This is an optimization exercise on Yosys and OpenROAD, whose aim is small area, a short achievable clock period and few clock cycles per item, not a production implementation. RTL that was checked went through simulation tests only; none was proved equivalent to the original. For runs 2 to 4, only the layout was checked, not whether the RTL still works.

==> flow/design.v (outline; a module is shown in full before it is edited, if it fits) <==
// module verilog_multiplier: 1386 lines
module verilog_multiplier(clk, rst, ready, op1, op2, res, done);
  // ...
==> flow/flow/run.sh <==
#!/bin/bash
# Own flow: the standard layout, except that synthesis runs Yosys's fine
# stage without its early "abc -fast", so that extract_fa finds the design's
# full adders as written (no inverter between adders). The standard synthesis
# runs first; its register names are given to the own netlist's registers,
# and the standard netlist is used as it is if the registers do not match.
set -uo pipefail
W=$(pwd)
R=$W/orfs/results/$FLOW_PLATFORM/verilog_multiplier/base
bash standard.sh synth > log_standard_synth.txt 2>&1 || exit 1
cp "$R/1_2_yosys.v" "$W/ref_1_2_yosys.v"
sed '1s/.*/proc synth {args} { if {[lsearch -glob $args "fine:*"] >= 0} { yosys synth -nofsm -noshare -noabc {*}$args } else { yosys synth -nofsm -noshare {*}$args } }/' synth_recipe.tcl > own_synth.tcl
sed "s|SYNTH_SCRIPT=[^ ]*|SYNTH_SCRIPT=$W/own_synth.tcl|" standard.sh > own_standard.sh
if bash own_standard.sh do-yosys > log_own_synth.txt 2>&1 \
   && python3 flow/rename.py "$W/ref_1_2_yosys.v" "$R/1_2_yosys.v" "$W/own_1_2_yosys.v" > log_rename.txt 2>&1; then
  cp "$W/own_1_2_yosys.v" "$R/1_2_yosys.v"
  echo "own synthesis used" >> log_rename.txt
else
  cp "$W/ref_1_2_yosys.v" "$R/1_2_yosys.v"
  echo "standard synthesis used" >> log_rename.txt
fi
rm -f "$R/1_synth.odb" "$R/1_synth.sdc"
bash standard.sh "BUFFER_PORTS_ARGS=-buffer_cell sky130_fd_sc_hd__buf_4" finish > log_standard_finish.txt 2>&1
==> flow/flow/rename.py <==
#!/usr/bin/env python3
# rename.py REF OWN OUT: give OWN's flip-flops the instance names that the
# standard synthesis (REF) gave the same registers. Registers are matched by
# their name without Yosys's "$_<cell>_" suffix. Exits 1 if the registers
# (count, names or cell types, drive strength aside) do not correspond.
import re, sys

pat = re.compile(r'^(\s*)(sky130_fd_sc_hd__(\w+?)_(\d+))\s+(\\\S+|\w+)\s*\(', re.M)

def flops(text):
    out = {}
    for m in pat.finditer(text):
        typ = m.group(3)
        if not (typ.startswith("df") or typ.startswith("edf") or typ.startswith("sdf") or typ.startswith("dl")):
            continue
        name = m.group(5)
        key = re.sub(r'\$_[A-Z0-9_]+_$', '', name.rstrip())
        if key in out:
            sys.exit("duplicate key %s" % key)
        out[key] = (typ, name)
    return out

ref = open(sys.argv[1]).read()
own = open(sys.argv[2]).read()
fr, fo = flops(ref), flops(own)
if set(fr) != set(fo):
    sys.exit("register sets differ: %s" % sorted(set(fr) ^ set(fo))[:10])
for k in fr:
    if fr[k][0] != fo[k][0]:
        sys.exit("cell type differs for %s: %s %s" % (k, fr[k][0], fo[k][0]))
ren = {fo[k][1]: fr[k][1] for k in fr if fo[k][1] != fr[k][1]}
def sub(m):
    name = m.group(5)
    if name in ren:
        return "%s%s %s (" % (m.group(1), m.group(2), ren[name] if ren[name].startswith("\\") is False else ren[name] + " ")
    return m.group(0)
new = pat.sub(sub, own)
# no instance name may clash after renaming
names = [m.group(5).rstrip() for m in pat.finditer(new)]
if len(names) != len(set(names)):
    sys.exit("name clash after renaming")
open(sys.argv[3], "w").write(new)
print("renamed %d of %d registers" % (len(ren), len(fr)))
==> flow/standard.sh <==
#!/bin/bash
# synth_recipe.tcl (not shown) runs the flow's synth.tcl, then flattens the netlist and writes it again
# the make line also repeats each setting of config.mk as NAME=value (left out here)
make -C /OpenROAD-flow-scripts/flow DESIGN_CONFIG=/design/flow/config.mk WORK_HOME=/design/flow/orfs CLKGATE_MAP_FILE= SYNTH_SCRIPT=/design/flow/synth_recipe.tcl "${@:-finish}"
==> flow/config.mk <==
export PLATFORM = sky130hd
export DESIGN_NAME = verilog_multiplier
export DESIGN_NICKNAME = verilog_multiplier
export VERILOG_FILES = /design/flow/design.v
export SDC_FILE = /design/flow/constraint.sdc
export NUM_CORES = 4
export LEC_CHECK = 0
export CAP_MARGIN = 20
export CORE_MARGIN = 2
export CORE_UTILIZATION = 60
export SETUP_SLACK_MARGIN = 2.0
export SLEW_MARGIN = 20
==> flow/constraint.sdc <==
create_clock -name core_clock -period 8.0 [get_ports {clk}]
set_input_delay 1.6000 -clock core_clock [delete_from_list [all_inputs] [get_ports {clk}]]
set_output_delay 1.6000 -clock core_clock [all_outputs]
set_load 0.01 [all_outputs]
==> results.py, run 1 <==
metrics = {
    "run_status": {
        "status": "no timing/DRC/antenna violations",
    },
    "worst_setup_path": {
        "crit_fanout": 26,
        "cpMaxStageDelayCell": "fa_1",
        "crit_arrival_ns": 6.16,
        "crit_type": "in2reg",
        "cpMostUsedCell": "fa_1",
    },
    "placement": {
        "dp_hpwl_um": 49600,
        "gp_congestion": 0.913,
    },
    "synthesis": {
        "synth_compound_area_share_pct": 8.54,
        "yosys.area_share.simple_pct": 22.2,
        "synth_ff_type": "dfxtp_1",
        "yosysSeqAreaShare_pct": 11.2,
        "ys_async_sr_fraction_pct": 3.33,
    },
    "layout": {
        "final-nonclk-buf-share_pct": 4.14,
        "inv_count": 49,
        "clkCellAreaFrac_pct": 2.42,
        "final_nets": 2876,
        "layout.cells.non_filler": 2728,
    },
    "detailed_routing": {
        "ant_nets": 0,
        "num_vias": 18800,
        "vias_per_cell": 6.90,
    },
    "hold_path": {
        "min_to": "S[7]",
    },
    "timing": {
        "tns_ns": 0,
        "rsz0062_at_grt": "no",
        "clock-skew-final_ns": 0.0162,
    },
    "grt": {
        "grt_pass1_vias": 19700,
        "grt_pass1_wl_um": 115000,
    },
    "cts": {
        "cts_setup_buffers": 4,
        "hold_buffers": 0,
        "clk_latency_ns": 0.43,
        "cts.reportedPaths.clkPinSlew_ns": 0.07,
        "cts_tree": "yes",
    },
    "run": {
        "maxCapViolations": 0,
    },
}
Testbench counts, summed over its fixed seeds: cycles 6,400, items 3,200.
==> run 2: changes to the inputs <==
--- a/flow/design.v
+++ b/flow/design.v
@@ -1,17 +1,17 @@
 `timescale 1ns / 1ps
 module verilog_multiplier(clk, rst, ready, op1, op2, res, done);
     input wire clk, rst;
     input wire ready;
     input wire [31:0] op1, op2;
     output wire [31:0] res;
     output reg done;
-    localparam IDLE = 2'd0, R0 = 2'd1, LSH = 2'd2, RSH = 2'd3;
-    reg [1:0] st;
+    localparam IDLE = 3'd0, R0 = 3'd1, CHK = 3'd2, LSH = 3'd3, RSH = 3'd4;
+    reg [2:0] st;
     reg [47:0] S;
     reg [47:16] C;
     reg        ccl;
     reg [9:0]  E;        
     reg        sgn, fnan, fz, fpay;
     reg        rndr;     
     reg [21:0] pay;      
     wire e1z = (op1[30:23] == 8'd0);
@@ -1301,19 +1301,18 @@
 wire k0p = (ha[23] ^ hb[22]) & (ha[22] | rnd);
 wire k0 = k0g | (c22 & k0p);
 wire q0b22 = c22 ^ ha[22] ^ rnd;
 wire q0b23 = ha[23] ^ hb[22] ^ ((c22 & (ha[22] | rnd)) | (ha[22] & rnd));
 wire k1 = ha[23] | hb[22] | (c22 & ha[22]);
 wire [47:0] q0 = {(ut47 ^ (sk_g4_22 | (sk_p4_22 & k0))), (ut46 ^ (sk_g4_21 | (sk_p4_21 & k0))), (ut45 ^ (sk_g4_20 | (sk_p4_20 & k0))), (ut44 ^ (sk_g4_19 | (sk_p4_19 & k0))), (ut43 ^ (sk_g4_18 | (sk_p4_18 & k0))), (ut42 ^ (sk_g4_17 | (sk_p4_17 & k0))), (ut41 ^ (sk_g4_16 | (sk_p4_16 & k0))), (ut40 ^ (sk_g3_15 | (sk_p3_15 & k0))), (ut39 ^ (sk_g3_14 | (sk_p3_14 & k0))), (ut38 ^ (sk_g3_13 | (sk_p3_13 & k0))), (ut37 ^ (sk_g3_12 | (sk_p3_12 & k0))), (ut36 ^ (sk_g3_11 | (sk_p3_11 & k0))), (ut35 ^ (sk_g3_10 | (sk_p3_10 & k0))), (ut34 ^ (sk_g3_9 | (sk_p3_9 & k0))), (ut33 ^ (sk_g3_8 | (sk_p3_8 & k0))), (ut32 ^ (sk_g2_7 | (sk_p2_7 & k0))), (ut31 ^ (sk_g2_6 | (sk_p2_6 & k0))), (ut30 ^ (sk_g2_5 | (sk_p2_5 & k0))), (ut29 ^ (sk_g2_4 | (sk_p2_4 & k0))), (ut28 ^ (sk_g1_3 | (sk_p1_3 & k0))), (ut27 ^ (sk_g1_2 | (sk_p1_2 & k0))), (ut26 ^ (sk_g0_1 | (sk_p0_1 & k0))), (ut25 ^ (ug24 | (ut24 & k0))), (ut24 ^ k0), q0b23, q0b22, lo[21:0]};
 wire [47:24] q1 = {(ut47 ^ (sk_g4_22 | (sk_p4_22 & k1))), (ut46 ^ (sk_g4_21 | (sk_p4_21 & k1))), (ut45 ^ (sk_g4_20 | (sk_p4_20 & k1))), (ut44 ^ (sk_g4_19 | (sk_p4_19 & k1))), (ut43 ^ (sk_g4_18 | (sk_p4_18 & k1))), (ut42 ^ (sk_g4_17 | (sk_p4_17 & k1))), (ut41 ^ (sk_g4_16 | (sk_p4_16 & k1))), (ut40 ^ (sk_g3_15 | (sk_p3_15 & k1))), (ut39 ^ (sk_g3_14 | (sk_p3_14 & k1))), (ut38 ^ (sk_g3_13 | (sk_p3_13 & k1))), (ut37 ^ (sk_g3_12 | (sk_p3_12 & k1))), (ut36 ^ (sk_g3_11 | (sk_p3_11 & k1))), (ut35 ^ (sk_g3_10 | (sk_p3_10 & k1))), (ut34 ^ (sk_g3_9 | (sk_p3_9 & k1))), (ut33 ^ (sk_g3_8 | (sk_p3_8 & k1))), (ut32 ^ (sk_g2_7 | (sk_p2_7 & k1))), (ut31 ^ (sk_g2_6 | (sk_p2_6 & k1))), (ut30 ^ (sk_g2_5 | (sk_p2_5 & k1))), (ut29 ^ (sk_g2_4 | (sk_p2_4 & k1))), (ut28 ^ (sk_g1_3 | (sk_p1_3 & k1))), (ut27 ^ (sk_g1_2 | (sk_p1_2 & k1))), (ut26 ^ (sk_g0_1 | (sk_p0_1 & k1))), (ut25 ^ (ug24 | (ut24 & k1))), (ut24 ^ k1)};
     assign rnd = rndr;
-    wire [47:0] p = q0;
-    wire top = p[47];
-    wire p46 = p[46];
+    wire top = S[47];
+    wire p46 = S[46];
     wire hi = q0[47];
     wire [9:0] e1 = E + 10'd1;
     wire kz1 = fz | e1[8] | fpay;
     wire kz0 = fz | E[8] | fpay;
     wire [7:0] x1 = fz ? 8'd0 : e1[8] ? 8'hff : e1[7:0];
     wire [7:0] x0 = fz ? 8'd0 : E[8] ? 8'hff : E[7:0];
     wire [22:0] d1 = (q1[46:24] & {23{~kz1}}) | {1'b0, pay & {22{fpay}}};
     wire [22:0] d0 = (q0[45:23] & {23{~kz0}}) | {1'b0, pay & {22{fpay}}};
@@ -1333,17 +1332,18 @@
             done <= 1'b0;
             rndr <= 1'b0;
             case (st)
                 IDLE: if (ready & ~fast) st <= R0;
                       else begin
                           if (ready) done <= 1'b1;
                           rndr <= 1'b1;
                       end
-                R0: begin
+                R0: st <= CHK;
+                CHK: begin
                     if (top) begin
                         if (~E[9]) begin done <= 1'b1; st <= IDLE; rndr <= 1'b1; end
                         else st <= RSH;
                     end else if (p46) begin
                         if (e_pos) begin done <= 1'b1; st <= IDLE; rndr <= 1'b1; end
                         else st <= RSH;
                     end else
                         st <= LSH;
@@ -1353,33 +1353,33 @@
                     else if (p46) begin done <= 1'b1; st <= IDLE; rndr <= 1'b1; end
                 end
                 RSH: begin
                     if (e_under | e_zero) begin done <= 1'b1; st <= IDLE; end
                 end
             endcase
         end
     end
-    wire shl = (st == R0) ? (~top & ~p46) : (st == LSH) ? (e_pos & ~p46) : 1'b0;
-    wire shr = (st == R0) ? (top & E[9]) : (st == RSH) ? ~e_under : 1'b0;
-    wire [47:0] p_next = shl ? {p[46:0], 1'b0} : shr ? {1'b0, p[47:1]} : p;
+    wire shl = (st == CHK) ? (~top & ~p46) : (st == LSH) ? (e_pos & ~p46) : 1'b0;
+    wire shr = (st == CHK) ? (top & E[9]) : (st == RSH) ? ~e_under : 1'b0;
+    wire [47:0] p_next = (st == R0) ? q0 : shl ? {S[46:0], 1'b0} : shr ? {1'b0, S[47:1]} : S;
     always @(posedge clk) begin
         S <= {t_ha, tree_s[22:16], t_lo} | (p_next & {48{~idle}});
         C <= {t_hb, 1'b0, tree_c[22:16]};
         ccl <= t_cl;
         pay <= nan2 ? op2[21:0] : op1[21:0];
         case (st)
             IDLE: begin
                 E <= infx ? 10'd256 : nanx ? 10'd255 : e_in;
                 sgn <= qnan | (nan2 ? op2[31] : nan1 ? op1[31] : op1[31] ^ op2[31]);
                 fnan <= qnan | nanx;
                 fpay <= nanx;
                 fz <= zerox;
             end
-            R0, LSH: begin
+            CHK, LSH: begin
                 if (shl) E <= E - 10'd1;
                 else if (shr) E <= E + 10'd1;
             end
             RSH: begin
                 if (e_under) fz <= 1'b1;
                 else if (~e_zero) E <= E + 10'd1;
             end
         endcase
==> run 2 against run 1 <==
  * Still clean on timing, DRC and antenna
  * Cell area up 8.2%
  * Wire length rose by 14%
  * Clock skew decreased by 0.0036 ns
  * Die area rose by 8.1%
  * Count of clock-buffer cells in the layout did not move
  * Synthesized cell count increased by 24%
  * Maximum frequency decreased by 0.85%
  * Register-to-register slack worse by 0.05 ns
  * Critical endpoint is now S[27]
==> results.py, run 2 <==
metrics = {
    "run_status": {
        "status": "no timing/DRC/antenna violations",
    },
    "layout": {
        "mostFrequentLayoutCells": "inv_1, fa_1, nand2_1",
        "largestRegisters": "S: 47 flops, C: 31 flops, pay: 22 flops",
        "largest_reg_flops": 47,
        "layout-drive-gt1-share_pct": 9.53,
        "final_common_cell": "inv_1",
        "layout.cells.non_filler": 3317,
        "syn_to_final_growth_pct": 6.36,
        "largest_register": "S",
        "final_nets": 3434,
    },
    "timing": {
        "hold_viol": 0,
        "tightestPinTransition_ns": 1.09,
        "max_freq_mhz": 169,
        "clock-skew-final_ns": 0.0126,
        "final.min_clock_period_ns": 5.90,
        "setup_violations": 0,
        "slew_headroom_pct": 27.5,
        "fin_crit_sh_pct": 73.8,
        "tns_ns": 0,
        "rsz0062_at_grt": "no",
        "maxSlewViolCount": 0,
    },
    "grt": {
        "grt_pass1_wl_um": 131000,
        "track_usage_pct": 40.5,
        "overflow": 0,
        "grt_pass1_vias": 22000,
        "grt_max_degree": 179,
        "antenna_found_initial": 3,
    },
    "hold_path": {
        "hp-class": "reg2reg",
        "min_from": "S[8]",
    },
    "worst_setup_path": {
        "cp_cell_sequence": "buf_6 > and2_4 > nand2_1 > fa_1 > fa_1 > inv_1 > fa_1 > inv_1 > fa_1 > inv_1 > fa_1 > fa_1 > fa_1 > ha_1 > a221o_1",
        "cpMostUsedCell": "fa_1",
        "critPathRequiredTime_ns": 8.33,
        "rr_startpoint": "st[1]",
        "cp.buffers_inverters": 4,
        "slowest_delay_ns": 0.53,
        "crit_fanout": 20,
        "cp_top_family": "adder cells",
        "crit_arrival_ns": 6.23,
        "critPathLaunchType": "input pin",
        "cpMaxStageDelayCell": "fa_1",
        "crit_type": "in2reg",
        "worst_setup_path_startpoint": "op1[16]",
        "critPathCaptureType": "flip-flop",
    },
    "die": {
        "dieArea_um2": 43100,
        "die_w_um": 208,
        "placeableCoreArea_um2": 40900,
        "fp-row-count": 74,
        "initial_core_util_pct": 60.8,
        "fp.dieH_um": 208,
        "io_pins": 100,
    },
    "detailed_routing": {
        "num_vias": 21000,
        "drt_first_iter_violations": 2304,
        "dr.pass1.iters": 6,
        "vias_per_cell": 6.33,
        "avgRoutedWirePerCell_um": 26.0,
        "drt-total-wl_um": 86100,
        "drc_errors": 0,
        "ant_nets": 0,
    },
    "placement": {
        "dp_cells": 3261,
        "gp_congestion": 0.936,
        "portBuffers": 99,
        "dp_hpwl_um": 60400,
    },
    "cts": {
        "clk_latency_ns": 0.44,
        "ctsHtreeMaxLevel": 4,
        "cts_tree": "yes",
        "cts.sinks": 121,
        "ctsRootBufferMaster": "clkbuf_16",
        "clk_path_buf_depth": 2,
        "cts.reportedPaths.clkPinSlew_ns": 0.06,
        "hold_buffers": 0,
        "cts_buffers": 17,
    },
    "synthesis": {
        "syn_nets": 3481,
        "ys_warn_count": 1,
        "syn_inst": 2816,
        "synthesis.area_um2": 24900,
        "syn_area_per_cell_um2": 8.83,
    },
    "run": {
        "maxCapViolations": 0,
    },
}
## run 2: per-stage QoR
| stage | setup slack (ns) | instance area [um^2] | utilization, % | hold slack, ns |
|---|---|---|---|---|
| 3_5_place_dp | 1.18 | 25600 | 62.5 | 0.513 |
| 6_report | 2.10 | 26500 | 64.7 | 0.525 |
| 3_3_place_gp | 1.25 | 25600 | 62.5 | 0.511 |
| 4_1_cts | 2.00 | 26200 | 64.1 | 0.528 |
| 5_1_grt | 2.00 | 26500 | 64.6 | 0.578 |
| 2_1_floorplan | 1.98 | 24900 | - | 0.483 |
## run 2: layout make-up
type | instances | area (um^2)
multi-input combinational | 1999 | 19600
fill | 3501 | 14500
sequential | 121 | 2600
inverter | 497 | 1870
timing repair buffer | 133 | 1110
tap | 532 | 666
clock buffer | 22 | 474
clock inverter | 10 | 93.8
antenna | 3 | 7.51
## run 2: layer usage
metal	track usage, %	share of wire, %	wire length, um	vias to the layer above
li1	-	-	-	8887
met1	54.0	39	33200	10500
met2	62.2	44	38100	1378
met3	11.6	12	10800	267
met4	17.1	4.7	4030	0
met5	0	0	0	-
## run 2: path summary, 6_finish.rpt
path | endpoint | slack (ns) | depth (start not counted)
worst max register to register | S[27] | 2.22 | 18
min in group asynchronous | done | 1.06 | 2
worst min-delay path | S[8] | 0.53 | 2
worst min register to register | S[8] | 0.53 | 2
worst max-delay path | S[27] | 2.10 | 15
max in group asynchronous | rndr | 6.69 | 2
## run 2: timing repair
action                                  CTS  global route
buffers inserted                          1            17
endpoints found under the setup margin   22            20
pin swaps                                 1             4
cloned                                    1             2
resized for setup                        21            36
## run 2: tightest hold or removal path, cell delays in order (launching register included)
cell      delay, ns
dfxtp_1        0.33
nand2_1        0.06
o211ai_1       0.08
==> run 3: changes to the inputs <==
--- a/flow/config.mk
+++ b/flow/config.mk
@@ -9,4 +9,4 @@
 export CORE_MARGIN = 2
 export CORE_UTILIZATION = 60
-export SETUP_SLACK_MARGIN = 2.0
+export SETUP_SLACK_MARGIN = 2.5
 export SLEW_MARGIN = 20
==> run 3 against run 2 <==
  * Still clean
  * Critical path depth rose by 2
  * Worst hold slack improved by 0.011 ns
  * Cell area rose by 5.6%
  * Sequential share of layout area down 0.50 points
  * Cell count increased by 2.0%
  * Wire length up 2.8%
==> results.py, run 3 <==
metrics = {
    "timing": {
        "tightestPinTransition_ns": 1.07,
        "hold_viol": 0,
        "fin_crit_sh_pct": 71.4,
        "hold_ws_ns": 0.536,
        "max_freq_mhz": 175,
        "clock-skew-final_ns": 0.0122,
        "setup_violations": 0,
        "tns_ns": 0,
        "final.min_clock_period_ns": 5.71,
        "maxSlewViolCount": 0,
        "postLayoutSetupSlackWorst_ns": 2.29,
        "rsz0062_at_grt": "yes",
        "slew_headroom_pct": 28.7,
    },
    "placement": {
        "gp_congestion": 0.989,
        "place_ws_ns": 1.44,
        "dp_hpwl_um": 61200,
        "portBuffers": 99,
    },
    "cts": {
        "ctsHtreeMaxLevel": 4,
        "cts_buffers": 17,
        "cts.sinks": 121,
        "cts_tree": "yes",
        "ctsRootBufferMaster": "clkbuf_16",
        "clk_latency_ns": 0.45,
        "cts.reportedPaths.clkPinSlew_ns": 0.06,
        "clk_path_buf_depth": 2,
    },
    "die": {
        "die_w_um": 208,
        "initial_core_util_pct": 60.8,
        "io_pins": 100,
        "dieArea_um2": 43100,
        "fp-row-count": 74,
        "placeableCoreArea_um2": 40900,
        "fp.dieH_um": 208,
    },
    "worst_setup_path": {
        "critPathLaunchType": "input pin",
        "critPathRequiredTime_ns": 8.34,
        "crit_arrival_ns": 6.04,
        "crit_type": "in2reg",
        "crit_fanout": 4,
        "critPathCaptureType": "flip-flop",
    },
    "detailed_routing": {
        "avgRoutedWirePerCell_um": 26.2,
        "dr.pass1.iters": 7,
        "drc_errors": 0,
        "num_vias": 21400,
        "drt-total-wl_um": 88500,
        "vias_per_cell": 6.32,
        "drt_first_iter_violations": 2588,
        "ant_nets": 0,
    },
    "layout": {
        "mostFrequentLayoutCells": "inv_1, fa_1, nand2_1",
        "layout-drive-gt1-share_pct": 15.7,
        "final_common_cell": "inv_1",
        "final_nets": 3498,
        "largest_reg_flops": 47,
        "largest_register": "S",
        "largestRegisters": "S: 47 flops, C: 31 flops, pay: 22 flops",
        "syn_to_final_growth_pct": 12.3,
    },
    "grt": {
        "grt_pass1_wl_um": 132000,
        "antenna_found_initial": 4,
        "track_usage_pct": 40.8,
        "grt_pass1_vias": 22200,
        "grt_max_degree": 102,
        "overflow": 0,
    },
    "hold_path": {
        "hp-class": "reg2reg",
    },
    "run_status": {
        "status": "no timing/DRC/antenna violations",
    },
    "synthesis": {
        "syn_nets": 3481,
        "ys_warn_count": 1,
        "synthesis.area_um2": 24900,
        "syn_inst": 2816,
        "syn_area_per_cell_um2": 8.83,
    },
    "run": {
        "maxCapViolations": 0,
    },
}
==> run 3: final cells by class <==
type | instances | area, um^2
multi-input cells | 2002 | 20100
fillers | 3332 | 13000
flip-flops and latches | 121 | 2610
repair buffers | 194 | 2100
inverters | 497 | 1870
well taps | 532 | 666
clock buffers | 17 | 425
clock inverters | 15 | 176
diodes | 4 | 10.0
==> run 3: path summary, 6_finish.rpt <==
kind / startpoint / depth (start not counted) / to / slack, ns
setup reg to reg: st[1] / 15 / S[26] / 2.53
hold / removal: S[5] / 2 / S[5] / 0.54
hold reg to reg: S[5] / 2 / S[5] / 0.54
setup / recovery: op1[21] / 17 / S[27] / 2.29
min in group asynchronous: rst / 2 / st[1] / 1.05
max in group asynchronous: rst / 2 / rndr / 6.72
==> run 3: per-stage QoR <==
stage / std cells / instance area, um^2 / util (%)
final: 3382 / 27900 / 68.3
after global routing: 3378 / 27900 / 68.3
after CTS: 3324 / 27000 / 65.9
after detailed placement: 3262 / 25600 / 62.7
after global placement: 3262 / 25600 / 62.7
after floorplan: 2816 / 25000 / -
==> run 3: worst max-delay path, cell delays in order <==
cell and delay (ns):
buf_16 0.10, and2_4 0.17, nand2_2 0.07, fa_1 0.55
inv_1 0.06, fa_2 0.51, inv_1 0.05, fa_1 0.47
inv_1 0.05, fa_1 0.48, inv_1 0.06, fa_2 0.35
inv_2 0.06, fa_2 0.44, fa_1 0.48, ha_1 0.29
a221o_1 0.26
==> run 3: routing by layer <==
layer,wire [um],vias to the layer above,global-route usage [%]
li1,-,9035,-
met1,33500,10600,54.1
met2,39600,1393,63.3
met3,10600,318,9.64
met4,4860,0,20.3
met5,0,-,0
==> run 3: timing repair <==
| item | 4_1_cts | 5_1_grt |
|---|---|---|
| gates cloned | 2 | 7 |
| gates resized for setup | 139 | 122 |
| pin swaps | 21 | 55 |
| buffers inserted | 28 | 47 |
| setup endpoints to repair | 58 | 32 |
| hold buffers | 0 | 0 |
==> run 4: changes to the inputs <==
==> flow/flow/rename.py (replaced) <==
#!/usr/bin/env python3
# rename.py REF OWN OUT: make OWN's flip-flops match those of the standard
# synthesis REF: the same instance names and cell types (drive strength may
# differ). Registers are paired by the net their Q drives. Where the two
# syntheses inferred an enable differently, the register is rebuilt in REF's
# cell type with the same function: an enable flip-flop with its enable tied
# high, or a plain flip-flop behind a 2:1 multiplexer. Exits 1 if registers
# cannot be paired.
import re, sys

inst_re = re.compile(r'^(\s*)(sky130_fd_sc_hd__(\w+?)_(\d+))\s+(\\\S+\s|\w+)\s*\((.*?)\);', re.M | re.S)
pin_re = re.compile(r'\.(\w+)\(([^()]*)\)')

def is_ff(base):
    return base.startswith(("df", "edf", "sdf", "dl"))

def flops(text):
    out = {}
    for m in inst_re.finditer(text):
        base = m.group(3)
        if not is_ff(base):
            continue
        pins = {p: n.strip() for p, n in pin_re.findall(m.group(6))}
        q = pins.get("Q") or pins.get("Q_N")
        if q is None or q in out:
            sys.exit("cannot key register %s" % m.group(5))
        out[q] = (base, m.group(5).strip(), pins, m)
    return out

ref = open(sys.argv[1]).read()
own = open(sys.argv[2]).read()
fr, fo = flops(ref), flops(own)
if set(fr) != set(fo):
    sys.exit("register sets differ: %s" % sorted(set(fr) ^ set(fo))[:10])

def esc(name):
    return name + " " if name.startswith("\\") else name

edits = {}   # start offset -> (end offset, replacement)
extra = []
decl = []
need_one = False
renamed = converted = 0
for q, (rbase, rname, rpins, _) in fr.items():
    obase, oname, opins, m = fo[q]
    ind = m.group(1)
    if rbase == obase:
        if oname != rname:
            text = m.group(0)
            new = text.replace(m.group(5), esc(rname), 1)
            edits[m.start()] = (m.end(), new)
            renamed += 1
        continue
    pins = ", ".join(".%s(%s)" % (p, n) for p, n in opins.items())
    if rbase == "edfxtp" and obase == "dfxtp":
        new = "%ssky130_fd_sc_hd__edfxtp_1 %s (.CLK(%s), .D(%s), .DE(my_one), .Q(%s));" % (
            ind, esc(rname), esc(opins["CLK"]), esc(opins["D"]), esc(opins["Q"]))
        need_one = True
    elif rbase == "dfxtp" and obase == "edfxtp":
        mo = "my_mux_%d" % converted
        decl.append("  wire %s;" % mo)
        extra.append("  sky130_fd_sc_hd__mux2_1 %s_c (.A0(%s), .A1(%s), .S(%s), .X(%s));" % (
            mo, esc(opins["Q"]), esc(opins["D"]), esc(opins["DE"]), mo))
        new = "%ssky130_fd_sc_hd__dfxtp_1 %s (.CLK(%s), .D(%s), .Q(%s));" % (
            ind, esc(rname), esc(opins["CLK"]), mo, esc(opins["Q"]))
    else:
        sys.exit("cell type differs for %s: %s %s" % (q, rbase, obase))
    edits[m.start()] = (m.end(), new)
    converted += 1

out, pos = [], 0
for start in sorted(edits):
    end, new = edits[start]
    out.append(own[pos:start]); out.append(new); pos = end
out.append(own[pos:])
text = "".join(out)
if need_one:
    decl.append("  wire my_one, my_zero;")
    extra.append("  sky130_fd_sc_hd__conb_1 my_tie (.HI(my_one), .LO(my_zero));")
if extra:
    i = text.rindex("endmodule")
    text = text[:i] + "\n".join(extra) + "\n" + text[i:]
if decl:
    i = text.index("\n  wire ")
    text = text[:i + 1] + "\n".join(decl) + "\n" + text[i + 1:]
# the result must pair with REF exactly
f2 = flops(text)
for q, (rbase, rname, _, _) in fr.items():
    if q not in f2 or f2[q][0] != rbase or f2[q][1] != rname:
        sys.exit("pairing failed for %s" % q)
names = [m.group(5).strip() for m in inst_re.finditer(text)]
if len(names) != len(set(names)):
    sys.exit("name clash after renaming")
open(sys.argv[3], "w").write(text)
print("renamed %d, rebuilt %d of %d registers" % (renamed, converted, len(fr)))
--- a/flow/config.mk
+++ b/flow/config.mk
@@ -9,4 +9,4 @@
 export CORE_MARGIN = 2
 export CORE_UTILIZATION = 60
-export SETUP_SLACK_MARGIN = 2.5
+export SETUP_SLACK_MARGIN = 2.0
 export SLEW_MARGIN = 20
==> run 4 against run 3 <==
  * Setup slack worse by 0.21 ns
  * Area after synthesis down 6.6%
  * Maximum frequency down 3.6%
  * Critical path depth down 5
  * Sequential share of layout area up 1.2 points
  * Highest routed layer unchanged
  * Utilization down 4.1 points
  * Critical endpoint is now res[10]
==> results.py, run 4 <==
metrics = {
    "grt": {
        "grt_pass1_vias": 19800,
        "grt_max_degree": 136,
        "track_usage_pct": 37.7,
        "grt_pass1_wl_um": 116000,
        "overflow": 0,
        "antenna_found_initial": 1,
    },
    "die": {
        "fp-row-count": 72,
        "placeableCoreArea_um2": 38500,
        "initial_core_util_pct": 60.4,
        "io_pins": 100,
        "fp.dieH_um": 201,
        "dieArea_um2": 40300,
        "die_w_um": 201,
    },
    "placement": {
        "place_ws_ns": 1.63,
        "dp_hpwl_um": 48400,
        "gp_congestion": 0.911,
        "placed_area_um2": 23900,
        "portBuffers": 99,
    },
    "timing": {
        "fin_crit_sh_pct": 74.0,
        "hold_viol": 0,
        "max_freq_mhz": 169,
        "postLayoutSetupSlackWorst_ns": 2.08,
        "final.min_clock_period_ns": 5.92,
        "setup_violations": 0,
        "maxSlewViolCount": 0,
        "rsz0062_at_grt": "no",
        "slew_headroom_pct": 32.2,
        "tightestPinTransition_ns": 1.02,
        "clock-skew-final_ns": 0.0103,
        "tns_ns": 0,
    },
    "synthesis": {
        "syn_nets": 3011,
        "ys_warn_count": 1,
        "synthesis.area_um2": 23200,
        "syn_inst": 2345,
        "syn_area_per_cell_um2": 9.91,
    },
    "cts": {
        "ctsRootBufferMaster": "clkbuf_16",
        "cts_tree": "yes",
        "cts_buffers": 17,
        "cts.sinks": 121,
        "clk_latency_ns": 0.42,
        "ctsHtreeMaxLevel": 4,
        "clk_path_buf_depth": 2,
        "cts.reportedPaths.clkPinSlew_ns": 0.06,
    },
    "worst_setup_path": {
        "r2r-end": "S[25]",
        "critPathRequiredTime_ns": 6.40,
        "cp.buffers_inverters": 2,
        "cp_top_family": "compound AO/OA/AOI/OAI gates",
        "cpMaxStageDelayCell": "a2111oi_2",
        "rr_startpoint": "st[2]",
        "crit_fanout": 23,
        "cp_cell_sequence": "ha_1 > inv_1 > ha_1 > o21a_1 > a31oi_2 > a2111oi_2 > nor3_2 > a211oi_4 > mux2_2 > and2_1 > a221o_1 > buf_4",
        "cpMostUsedCell": "ha_1",
        "worstRegToRegCells": 15,
        "slowest_delay_ns": 0.73,
        "critPathLaunchType": "flip-flop",
        "critPathCaptureType": "output pin",
        "crit_arrival_ns": 4.32,
        "worst_setup_path_startpoint": "S[22]",
        "crit_type": "reg2out",
        "reg2reg_slack_ns": 2.25,
    },
    "run": {
        "maxCapViolations": 0,
    },
    "run_status": {
        "status": "no timing/DRC/antenna violations",
    },
    "layout": {
        "layout-drive-gt1-share_pct": 9.74,
        "final_area_um2": 24700,
        "fin_util_pct": 64.2,
        "largestRegisters": "S: 47 flops, C: 31 flops, pay: 22 flops",
        "syn_to_final_growth_pct": 6.30,
        "largest_reg_flops": 47,
        "largest_register": "S",
        "mostFrequentLayoutCells": "and3_1, fa_1, nand2_1",
        "final_common_cell": "and3_1",
        "fillers": 3177,
        "final_nets": 2933,
    },
    "detailed_routing": {
        "ant_nets": 0,
        "vias_per_cell": 6.76,
        "avgRoutedWirePerCell_um": 26.6,
        "drt_first_iter_violations": 1970,
        "drc_errors": 0,
        "num_vias": 18900,
        "drt-total-wl_um": 74400,
        "dr.pass1.iters": 5,
    },
    "hold_path": {
        "min_from": "S[4]",
        "hp-class": "reg2reg",
        "hold_path_depth": 2,
        "min_to": "S[4]",
    },
}
run 4: what timing repair did:
action | CTS | global route
resized for setup | 5 | 12
pin swaps | 0 | 1
cloned | 2 | 0
setup endpoints to repair | 23 | 22
hold buffers | 0 | 0
setup buffers | 0 | 3
run 4: worst max path at each step:
stage / end / slack, ns / cells past startpoint
finish: res[10] / 2.08 / 12
detailed placement: S[25] / 1.63 / 13
floorplan: S[26] / 2.00 / 12
global placement: S[35] / 1.67 / 12
global route: res[10] / 2.01 / 12
CTS: res[11] / 2.02 / 16
run 4: through the flow:
stage          std cells  hold WS, ns
5_1_grt             2798        0.565
4_1_cts             2795        0.530
2_1_floorplan       2345        0.492
3_3_place_gp        2761        0.514
3_5_place_dp        2761        0.523
6_report            2799        0.532
run 4: per-layer routing:
metal	part of all wire (%)	track usage (%)	wire [um]	vias up
met5	0	0	0	-
met4	3.0	12.2	2250	0
met3	10	7.76	7730	161
met2	45	58.2	33700	1118
met1	41	53.8	30700	9636
li1	-	-	-	8002
run 4: cell type report:
class | instances | area [um^2] | share of cell area [%]
Timing Repair inverter | 2 | 17.5 | 0.0709
Timing Repair Buffer | 118 | 906 | 3.67
Antenna cell | 1 | 2.50 | 0.0101
Clock buffer | 23 | 519 | 2.10
Sequential cell | 121 | 2600 | 10.5
Tap cell | 518 | 648 | 2.62
Inverter | 26 | 124 | 0.502
Multi-Input combinational cell | 1981 | 19800 | 80.0
Clock inverter | 9 | 110 | 0.446
run 4: worst min-delay path: cells and delay by family (launching register included):
family / cells / cell delay (ns)
AO/OA/AOI/OAI: 1 / 0.06
flip-flops: 1 / 0.32
AND/OR/NAND/NOR: 1 / 0.10

## re-timing with driven ports
How much do the figures lean on ideal ports? The routed layouts below were timed once more, with nothing changed but the port constraints.
Step 1: set_driving_cell puts a clkbuf_16 on clk and a buf_2 on each other input, an assumption about the parent block.
Step 2 also shifts input and output timing later by t, the mid clock arrival at the registers, as if the neighbouring blocks saw the same clock.
a / b / c = ideal / step 1 / step 2; a / b = the first two.
| run | t, ns | setup slack, ns | worst hold slack (ns) | worst register clock-pin slew, ns | worst data-port slew with drivers (ns) |
|---|---|---|---|---|---|
| run 1 | 0.473 | 2.148 / 2.161 / 1.701 | 0.458 / 0.458 / 0.458 | 0.07 / 0.07 | 0.04 |
| run 2 | 0.484 | 2.098 / 2.106 / 1.621 | 0.525 / 0.525 / 0.525 | 0.06 / 0.06 | 0.09 |
| run 3 | 0.491 | 2.291 / 2.129 / 1.637 | 0.536 / 0.536 / 0.536 | 0.07 / 0.07 | 0.21 |
| run 4 | 0.465 | 2.079 / 2.033 / 1.727 | 0.532 / 0.532 / 0.532 | 0.06 / 0.06 | 0.04 |
After both steps setup and hold are still met in every run listed. The setup slack of run 3, which loses most, moves by -0.162 ns with the drivers and by -0.654 ns with both steps.
